Context: an optimization exercise on an open-source flow, tuned for small area. The choices shown serve that exercise and are no tape-out recipe.
The RTL was checked by simulation tests, not by an equivalence proof against the original design.
Power and IR drop assume default switching activity.

## R
==> flow/design.v (excerpt) <==
module rv32i_alu (
    input  logic                        i_clk,
    input  logic                        i_rst_n,
    input  logic [14-1:0]       i_alu,
    input  logic [4:0]                  i_rs1_addr,
    input  logic [31:0]                 i_rs1,
    input  logic [31:0]                 i_rs2,
    input  logic [31:0]                 i_imm,
    input  logic [2:0]                  i_funct3,
    input  logic [11-1:0]    i_opcode,
    input  logic [4-1:0] i_exception,
    input  logic [31:0]                 i_pc,
    input  logic [4:0]                  i_rd_addr,
    input  logic                        i_ce,
    input  logic                        i_stall,
    input  logic                        i_force_stall,
    input  logic                        i_flush,
    output logic [4:0]                  o_rs1_addr,
    output logic [31:0]                 o_rs1,
    output logic [31:0]                 o_rs2,
    output logic [11:0]                 o_imm,
    output logic [2:0]                  o_funct3,
    output logic [11-1:0]    o_opcode,
    output logic [4-1:0] o_exception,
    output logic [31:0]                 o_y,
    output logic [31:0]                 o_pc,
    output logic [31:0]                 o_next_pc,
    output logic                        o_change_pc,
    output logic                        o_wr_rd,
    output logic [4:0]                  o_rd_addr,
    output logic [31:0]                 o_rd,
    output logic                        o_rd_valid,
    output logic                        o_stall_from_alu,
  ...
==> flow/config.mk <==
export PLATFORM = sky130hd
export DESIGN_NAME = rv32i_alu
export DESIGN_NICKNAME = rv32i_alu
export VERILOG_FILES = /design/flow/design.v
export SDC_FILE = /design/flow/constraint.sdc
export NUM_CORES = 4
export LEC_CHECK = 0
export ABC_AREA = 1
export CAP_MARGIN = 20
export CORE_MARGIN = 2
export CORE_UTILIZATION = 40
export CTS_BUF_LIST = sky130_fd_sc_hd__clkbuf_8
export SLEW_MARGIN = 20
==> flow/constraint.sdc <==
create_clock -name core_clock -period 9.0 [get_ports {i_clk}]
set_input_delay 1.8000 -clock core_clock [delete_from_list [all_inputs] [get_ports {i_clk}]]
set_output_delay 1.8000 -clock core_clock [all_outputs]
set_load 0.01 [all_outputs]
standard.sh (not shown) runs the stock make flow with config.mk's settings and CLKGATE_MAP_FILE= SYNTH_SCRIPT=/design/flow/synth_recipe.tcl, a recipe that flattens the netlist after the stock synthesis.
==> flow/flow/run.sh <==
#!/bin/bash
# The standard layout (standard.sh), with two changes:
#  - synthesis runs flow/synth.tcl: the standard synthesis script without extract_fa and with an
#    area-oriented ABC script;
#  - the buffer that global placement puts on every input and output port is
#    sky130_fd_sc_hd__buf_1 instead of the one OpenROAD picks by default.
# The make output goes to flow_make.log; each ORFS step logs to orfs/logs/.
set -euo pipefail
cd "$(dirname "$0")/.."
bash standard.sh "SYNTH_SCRIPT=$PWD/flow/synth.tcl" \
  "BUFFER_PORTS_ARGS=-buffer_cell sky130_fd_sc_hd__buf_1" finish > flow_make.log 2>&1
==> flow/flow/area.abc <==
strash
dch
amap
topo
stime -c
buffer -c
upsize -c
dnsize -c
==> flow/flow/synth.tcl <==
# The standard synthesis script (synth_recipe.tcl in the work folder), with two changes to the
# mapping of the logic: Yosys's extract_fa pass is skipped, so ABC maps the adders together with
# the rest of the logic, and the ABC pass uses flow/area.abc, an area-oriented script, instead of
# ORFS's own. Flip-flops are mapped before ABC runs and extract_fa never touches them, so the
# registers (names, count and cell types) are those of the standard synthesis.
set my_flow_dir [file dirname [file normalize [info script]]]
proc extract_fa {args} { puts "extract_fa skipped by flow/synth.tcl" }
proc abc {args} {
  set i [lsearch -exact $args -script]
  if {$i >= 0} { lset args [expr {$i + 1}] [file join $::my_flow_dir area.abc] }
  yosys abc {*}$args
}
source [file join [file dirname $my_flow_dir] synth_recipe.tcl]
R: done, clean on timing, DRC and antenna
Modified inputs, S compared to R
--- a/flow/flow/run.sh
+++ b/flow/flow/run.sh
@@ -2,4 +2,3 @@
 # The standard layout (standard.sh), with two changes:
-#  - synthesis runs flow/synth.tcl: the standard synthesis script without extract_fa and with an
-#    area-oriented ABC script;
+#  - synthesis runs flow/synth.tcl: the standard synthesis script with an area-oriented ABC script;
 #  - the buffer that global placement puts on every input and output port is
--- a/flow/flow/area.abc
+++ b/flow/flow/area.abc
@@ -1,3 +1,3 @@
 strash
-dch
+dch -f
 amap
==> flow/flow/synth.tcl <==
# The standard synthesis script (synth_recipe.tcl in the work folder), with one change: the
# ABC pass maps the logic with flow/area.abc, an area-oriented script, instead of ORFS's own.
# Flip-flops are mapped before ABC runs, so the registers are those of the standard synthesis.
set my_flow_dir [file dirname [file normalize [info script]]]
proc abc {args} {
  set i [lsearch -exact $args -script]
  if {$i >= 0} { lset args [expr {$i + 1}] [file join $::my_flow_dir area.abc] }
  yosys abc {*}$args
}
source [file join [file dirname $my_flow_dir] synth_recipe.tcl]
==> notes.md <==
Changes observed in S relative to R: x dimension of the die climbed about 1.3%, global-route usage dropped 0.45 points, power consumption climbed about 6%.
S ended with every stage complete and zero timing, DRC or antenna violations.
Delta (S minus R): total length of routed met3 wires decreased by about 14% relative to the old numbers, design area increased by 5.4% relative to the old numbers.
Compared with R, the router placed fewer vias in S.

========
Starting RTL as in the previous note.
clock: 9.0 ns
lec_check: 0
abc_area: 1
cap_margin: 20
core_margin: 2
core_utilization: 40
cts_buf_list: sky130_fd_sc_hd__clkbuf_8
slew_margin: 20
==> flow/flow/run.sh <==
#!/bin/bash
# The standard layout (standard.sh), with two changes:
#  - synthesis runs flow/synth.tcl: the standard synthesis script without extract_fa and with an
#    area-oriented ABC script;
#  - the buffer that global placement puts on every input and output port is
#    sky130_fd_sc_hd__buf_1 instead of the one OpenROAD picks by default.
# The make output goes to flow_make.log; each ORFS step logs to orfs/logs/.
set -euo pipefail
cd "$(dirname "$0")/.."
bash standard.sh "SYNTH_SCRIPT=$PWD/flow/synth.tcl" \
  "BUFFER_PORTS_ARGS=-buffer_cell sky130_fd_sc_hd__buf_1" finish > flow_make.log 2>&1
==> flow/flow/area.abc <==
strash
dch -f
amap
topo
stime -c
buffer -c
dnsize -c
==> flow/flow/synth.tcl <==
# The standard synthesis script (synth_recipe.tcl in the work folder), with two changes to the
# mapping of the logic: Yosys's extract_fa pass is skipped, so ABC maps the adders together with
# the rest of the logic, and the ABC pass uses flow/area.abc, an area-oriented script, instead of
# ORFS's own. Flip-flops are mapped before ABC runs and extract_fa never touches them, so the
# registers (names, count and cell types) are those of the standard synthesis.
set my_flow_dir [file dirname [file normalize [info script]]]
proc extract_fa {args} { puts "extract_fa skipped by flow/synth.tcl" }
proc abc {args} {
  set i [lsearch -exact $args -script]
  if {$i >= 0} { lset args [expr {$i + 1}] [file join $::my_flow_dir area.abc] }
  yosys abc {*}$args
}
source [file join [file dirname $my_flow_dir] synth_recipe.tcl]
The starting point completed with no timing, DRC or antenna violations.
==> next run, changes <==
--- a/flow/flow/run.sh
+++ b/flow/flow/run.sh
@@ -2,4 +2,3 @@
 # The standard layout (standard.sh), with two changes:
-#  - synthesis runs flow/synth.tcl: the standard synthesis script without extract_fa and with an
-#    area-oriented ABC script;
+#  - synthesis runs flow/synth.tcl: the standard synthesis script with an area-oriented ABC script;
 #  - the buffer that global placement puts on every input and output port is
==> flow/flow/area.abc (replaced) <==
strash
dch
amap
topo
stime -c
buffer -c
upsize -c
dnsize -c
==> flow/flow/synth.tcl (replaced) <==
# The standard synthesis script (synth_recipe.tcl in the work folder), with one change: the
# ABC pass maps the logic with flow/area.abc, an area-oriented script, instead of ORFS's own.
# Flip-flops are mapped before ABC runs, so the registers are those of the standard synthesis.
set my_flow_dir [file dirname [file normalize [info script]]]
proc abc {args} {
  set i [lsearch -exact $args -script]
  if {$i >= 0} { lset args [expr {$i + 1}] [file join $::my_flow_dir area.abc] }
  yosys abc {*}$args
}
source [file join [file dirname $my_flow_dir] synth_recipe.tcl]
CTS_BUF_LIST = not set   (was sky130_fd_sc_hd__clkbuf_8)
CTS_CLUSTER_DIAMETER = 150   (was not set)
CTS_CLUSTER_SIZE = 25   (was not set)
=> Cell area increases by 6.2%; routed wire length increases by 4.4%; via count decreases by about 7%; clock-buffer cell count increases by 1; register-to-register slack barely changes; non-clock buffer count increases by 9; final cell count decreases by 7.7%; utilization increases by 0.96 points; power increases by 13%; die area increases by 5.2%.

==> separate check: timing with driven ports <==
No port has a modelled driver above. Below, the same layouts with a new extraction and two added sets of constraints.
Step 1 assumes that a clkbuf_16 drives the clock port and a buf_2 every other input.
Step 2 adds t to the input delays and takes it off the output delays; t is the mean of the earliest and latest rising clock arrival at the registers after step 1. Input paths then give back, and output paths get back, about the clock's delay inside the block.
a / b / c = ideal ports / drivers / drivers and shift; a / b = the first two.
run	t, ns	slack for setup (ns)	worst setup path after step 2	clock arrival spread, ns	cell pins on the clock port's net
R	0.549	0.392 / 0.349 / 0.349	input to output	0.028 / 0.028	1
S	0.553	0.232 / 0.186 / 0.186	input to output	0.020 / 0.020	1
the first run of note 2	0.555	0.391 / 0.368 / 0.368	input to output	0.016 / 0.016	1
the second run of note 2	0.506	0.174 / 0.137 / 0.137	input to output	0.015 / 0.015	1
After both steps every run listed still meets setup and hold. For S, which loses most, drivers alone change the setup slack by -0.046 ns; drivers and shift together by -0.046 ns.
